Source: an optimization exercise on an open RTL-to-GDS flow (aim: small area, a short achievable clock period and few clock cycles per item). Production flows keep margins and buffers that such runs may drop. In this exercise RTL edits were held to simulation tests only and were not proved equivalent to the original.

<file path="flow/run.sh">
#!/bin/bash
# synth_recipe.tcl (not shown) runs the flow's synth.tcl, then flattens the netlist and writes it again
# the make line also repeats each setting of config.mk as NAME=value (left out here)
make -C /OpenROAD-flow-scripts/flow DESIGN_CONFIG=/design/flow/config.mk WORK_HOME=/design/flow/orfs CLKGATE_MAP_FILE= SYNTH_SCRIPT=/design/flow/synth_recipe.tcl finish
</file>
<file path="flow/design.v">
module JAM(
	input wire CLK,
	input wire RST,
	input wire [6:0] Cost,
	output reg [2:0] W,
	output reg [2:0] J,
	output reg [3:0] MatchCount,
	output reg [9:0] MinCost,
	output reg  Valid 
);
	localparam size = 8;
	reg [2:0] P 		[size-1:0];
	reg [7:0] READ_DATA;
	reg [2:0] REG_P	[size-1:0];
	reg [2:0] NEXT_P 	[size-1:0];
	reg [7:0] NEXT_READ_DATA;
	reg [2:0] swap_position1,swap_position2;
	reg [2:0] value;
	reg [2:0] NEXT_W; 
	reg Data_Finish;
	parameter 	Loading_Data 		= 0,
							Calculate_Cost	= 1,
							Refresh_Data		= 2,
							Data_Out				= 3;
	reg [9:0] Data_Cost;
	reg [6:0] Data [size-1:0];
	reg [1:0] state;
	integer j;
	always@(posedge CLK or posedge RST) begin : proc_state
		if(RST) begin
			state <= Loading_Data;
			for(j=0;j<size;j=j+1) P[j] <= $unsigned(j);
			W <= 0;
			MatchCount <= 1;
			MinCost <= 1023;
		end else begin
			case(state)
				Loading_Data 			:begin
					if(W==7)begin
						state <= Calculate_Cost;
					end
					else begin
						W <= W + 1;
					end
					Data[W] <= Cost;
				end
				Calculate_Cost 			:begin
					if( Data_Cost < MinCost)begin
						MinCost <= Data_Cost;
						MatchCount <= 1;
					end
					else if(Data_Cost==MinCost)begin
						MatchCount <= MatchCount+1;
					end
					if(P[0]==7&&P[1]==6&&P[2]==5&&P[3]==4&&P[4]==3&&P[5]==2&&P[6]==1) state <= Data_Out;
					else state <= Refresh_Data;
					for(j=0;j<size;j=j+1) P[j] <= NEXT_P[j];
					READ_DATA <= NEXT_READ_DATA;
					W <= 7;
				end
				Refresh_Data			:begin
					W <= NEXT_W;
					Data[W] <= Cost;
					if(Data_Finish) state <= Calculate_Cost;
					else state <= Refresh_Data;
				end
				default state <= Data_Out;
			endcase
		end
	end
	always@(*) begin
		Valid <= state==Data_Out?1:0;
	end
	always@(*)begin
		case(state)
			Loading_Data: J <= W;
			default J <= P[W];
		endcase
	end
	always@(*)  begin : proc_Data_Cost
		Data_Cost = Data[0]+Data[1]+Data[2]+Data[3]+Data[4]+Data[5]+Data[6]+Data[7];
	end
	integer i;
	always@(*)  begin : proc_NEXT_P 
		swap_position1 = 0;
		for(i=0;i<(size-1);i=i+1)begin
			if(P[i] < P[i+1])
				swap_position1 = $unsigned(i);
		end
		swap_position2 = (size-1);
		value = (size-1);
		for(i=0;i<size;i=i+1)begin
			if(i>swap_position1)begin
				if( P[i] > P[swap_position1] && P[i] <= value)begin
					swap_position2 = $unsigned(i);
					value = P[swap_position2];
				end
			end
		end
	end
	always @(*) begin
		for(i=0;i<size;i=i+1)begin
			if(i==swap_position1) REG_P[i] <= P[swap_position2];
			else if(i==swap_position2) REG_P[i] <= P[swap_position1];
			else REG_P[i] <= P[i];
		end
		for(i=0;i<size;i=i+1)begin 
			if(i>swap_position1)
				NEXT_P[i] <= REG_P[ size-i+swap_position1 ];
			else
				NEXT_P[i] <= REG_P[i];
		end
		for(i=0;i<size;i=i+1)	NEXT_READ_DATA[i] <= NEXT_P[i]==P[i]?0:1;
	end
	integer k;
	always@(*)  begin :proc_Next_Read
		Data_Finish = 1;
		NEXT_W = W;
		if(READ_DATA[7] && 7<W) begin
			NEXT_W = 7;
			Data_Finish = 0;
		end
		else if(READ_DATA[6] && 6<W) begin
			NEXT_W = 6;
			Data_Finish = 0;
		end
		else if(READ_DATA[5] && 5<W) begin
			NEXT_W = 5;
			Data_Finish = 0;
		end
		else if(READ_DATA[4] && 4<W) begin
			NEXT_W = 4;
			Data_Finish = 0;
		end
		else if(READ_DATA[3] && 3<W) begin
			NEXT_W = 3;
			Data_Finish = 0;
		end
		else if(READ_DATA[2] && 2<W) begin
			NEXT_W = 2;
			Data_Finish = 0;
		end
		else if(READ_DATA[1] && 1<W) begin
			NEXT_W = 1;
			Data_Finish = 0;
		end
		else if(READ_DATA[0] && 0<W) begin
			NEXT_W = 0;
			Data_Finish = 0;
		end
	end
endmodule 
</file>
<file path="flow/config.mk">
export PLATFORM = sky130hd
export DESIGN_NAME = JAM
export DESIGN_NICKNAME = JAM
export VERILOG_FILES = /design/flow/design.v
export SDC_FILE = /design/flow/constraint.sdc
export NUM_CORES = 4
export LEC_CHECK = 0
export CAP_MARGIN = 20
export CORE_MARGIN = 2
export CORE_UTILIZATION = 40
export SLEW_MARGIN = 20
</file>
<file path="flow/constraint.sdc">
create_clock -name core_clock -period 20.0 [get_ports {CLK}]
set_input_delay 4.0000 -clock core_clock [delete_from_list [all_inputs] [get_ports {CLK}]]
set_output_delay 4.0000 -clock core_clock [all_outputs]
set_load 0.01 [all_outputs]
</file>
==> run notes <==
## what timing repair did
item                       CTS  global route
hold buffers                 0             0
setup endpoints to repair    0            11
gates resized for setup      0             7
## per-stage QoR
stage | worst slack (ns) | std cells | instance area [sq um]
final | 1.01 | 1737 | 12700
after global routing | 0.0796 | 1737 | 12700
after CTS | 1.03 | 1737 | 12700
after detailed placement | 1.07 | 1721 | 12400
after global placement | 1.44 | 1721 | 12400
after floorplan | 2.21 | 1310 | 11400
## flip-flops by register name, summed over array words and instances (netlist names)
register,flops
MinCost,10
MatchCount,4
Data,56
state,2
READ_DATA,7
P,24
W,3
## worst reg2reg max path, delay by kind of cell, from the launching register on
family / cells / cell delay, ns
compound gates: 44 / 8.90
xor+xnor: 1 / 0.08
fa+ha+maj: 10 / 2.74
buf+inv: 9 / 1.15
flops: 1 / 0.75
mux: 4 / 1.58
simple gates: 16 / 3.51
## per-layer routing
metal	wire (um)	GRT usage (%)
met5	0	0
met4	3460	18.7
met3	5140	7.01
met2	19800	46.2
met1	20800	44.9
## cell usage after synthesis (22+ instances only)
cell type | count | area (sq um)
inv_1 | 114 | 428
mux2_2 | 29 | 327
nor2_1 | 89 | 334
ha_1 | 88 | 1100
o21ai_0 | 89 | 445
o211ai_1 | 24 | 180
nor3_1 | 36 | 180
dfstp_2 | 23 | 604
clkbuf_1 | 46 | 173
a21oi_1 | 105 | 526
nand3_1 | 35 | 175
mux2i_1 | 24 | 240
a31oi_1 | 22 | 138
a21o_1 | 31 | 233
nand2_1 | 92 | 345
edfxtp_1 | 63 | 1890
fa_1 | 41 | 821
## final cells by class
type | count | area [sq um]
fillers | 2796 | 15200
multi-input cells | 1022 | 7700
flip-flops and latches | 106 | 3000
repair buffers | 95 | 786
well taps | 378 | 473
inverters | 120 | 453
clock buffers | 9 | 225
clock inverters | 7 | 86.3
## worst paths after layout
check / startpoint / endpoint / slack (ns) / cells past startpoint
min in group asynchronous: RST / P[1][2] / 4.24 / 3
max in group asynchronous: RST / P[0][2] / 15.33 / 3
worst min register to register: MinCost[0] / MinCost[0] / 0.49 / 2
worst min-delay path: MinCost[0] / MinCost[0] / 0.49 / 2
worst max-delay path: P[5][1] / READ_DATA[5] / 1.01 / 84
worst max register to register: P[5][1] / READ_DATA[5] / 1.01 / 84
## cells by family after synthesis
kind of cell / Yosys count / share of synthesized area [%]
compound gates: 466 / 28.7
simple gates: 351 / 15.1
xor+xnor: 23 / 1.77
mux: 53 / 4.98
buf+inv: 182 / 6.20
flops: 106 / 26.3
fa+ha+maj: 129 / 16.9
==> run notes <==
Clock tree
The number of sinks handled by clock tree synthesis is 106. Clock-pin slew was measured on the worst setup and hold paths at 0.08 ns. Clock latency on the worst-skew pair, taken at its later pin, is 0.37 ns. The H-tree depth is 3.

The number of buffers created by CTS is 9. TritonCTS built the clock tree. The clock root buffer is clkbuf_16. In this run the post-CTS setup repair buffer count came out at 0. The deepest clock path buffer count is 2.

Worst setup path
The critical path contains buffers and inverters numbering 9 combined. STA classifies the critical path startpoint as a flip-flop. The required time at the worst-slack endpoint is 20.09 ns.

The largest individual stage delay along the critical path comes from the cell o311ai_0. The family with the most delay on the worst path is compound AO/OA/AOI/OAI gates. The worst setup path is captured at a flip-flop. The setup path with the least slack is of type flip-flop to flip-flop. STA puts the critical path data arrival time at 19.08 ns. The maximum fanout along the worst path is 14. In this design, the stage delay of the slowest critical-path cell is 0.76 ns.

Global route
For this run, the total global-route usage over all layers was measured as 32.3%. The via count of the first global-routing pass is 11000. The number of antenna violations at the first check in global routing is 0.

The residual overflow from global routing is 0. The wire length of the first global-routing pass is 72500 um. The maximum number of pins on one net before global-route repair is 45.

Routing
The count of TritonRoute iterations in the first routing pass is 9. After detailed routing, the average wire length per cell comes to 28.3 um. The wire length after detailed routing is 49200 um. The count of unresolved DRC violations after routing is 0. After detailed routing, the number of vias per cell comes to 6.62. The detail route stage leaves a number of antenna-violating nets equal to 0.

The count of routing violations after the opening detailed-route iteration is 1812. The via total after detailed routing is 11500.

Finish
The final core area utilization is 45.5%. After the last flow step, the layout net total stands at 1492. 0 antenna diodes ended up in the layout. The area growth from synthesis to layout is 11.8%. In the layout the commonest cells are inv_1 (113), a21oi_1 (105), nand2_1 (92).

Leaving out fill and tap cells, the most frequent cell in the layout is inv_1. In the final layout, the share of cells above drive strength 1 is 13.4%.

Synthesis
The share of synthesized registers carrying an async set or reset is 40.6%. For this run, the number of Yosys warnings is 5. The share of the Yosys chip area taken by registers is 26.3%. Synthesis produced a netlist with a net count of 1448. The cell count after synthesis came out at 1310. The number of synthesized flops with an enable pin is 63.

In the synthesized netlist the dominant register cell turns out to be edfxtp_1. Averaged over all synthesized cells, the footprint is 8.69 sq um. The post-synth design cell area is 0.0114 sq mm. The count of distinct cell types in the synthesized netlist is 94. The count of state elements after synthesis is 106.

Timing
The final critical path time including I/O delays and setup is 18.99 ns. For this run, the top clock speed supported by timing is 52.6 MHz. At the pin with the least slew margin, the transition time is 1.00 ns. The final critical path takes up 95.0% of the cycle. Between clock sinks in the finished design, the worst skew comes to 0.0251 ns. The count of endpoints failing setup in the final report is 0. Setup repair after global routing left no endpoint under its margin.

The count of pins over their slew limit is 0. The worst max-slew margin expressed relative to the limit is 33.3%. The final worst hold slack is 0.490 ns.

The accumulated negative setup slack is 0 ns. The number of failing hold endpoints at the final stage came to 0.

Floorplanning
The core region is 0.0279 sq mm. The die covers 0.0298 sq mm. The number of rows in the core area is 61. Pin placement for this block handled 30 I/O pins.

Once the floorplan was initialized, standard cells occupied 40.7% of the core. The die boundary width is 173 um. The vertical die dimension is 173 um.

Place
After legalization and detailed placement, the total HPWL measured 37400 um. At the end of routability-driven placement, the weighted congestion stood at 1.07. The count of port buffers added during placement is 29.

Job
The tool flagged a number of max-cap violations equal to 0.

Hold path
The class of the most critical hold timing path is flip-flop to flip-flop.

Outcome
The run finished with no timing, DRC or antenna violations.
Testbench counts, summed over its fixed seeds: cycles 3,511,920, items 24.

-- separate check: timing with driven ports --
The flow's constraints put no driver on any port. The routed layout listed below was extracted and timed again, unchanged, in two steps.
Step 1 assumes that a clkbuf_16 drives the clock port and a buf_2 every other input.
Step 2, shift: input delay + t, output delay - t, t = (earliest + latest rising clock arrival at the registers) / 2. This alone moves slack from input paths to output paths.
Three values: ideal ports, drivers, drivers and shift; two values: the first two.
t, ns: 0.405
setup WS [ns]: 1.005 / 1.005 / 1.005
worst setup path at the end: register to register
latest minus earliest clock arrival (ns): 0.025 / 0.026
cell pins on the clock port's net: 1
After both steps this run still meets setup and hold. For this run, drivers alone change the setup slack by 0.000 ns; drivers and shift together by 0.000 ns.
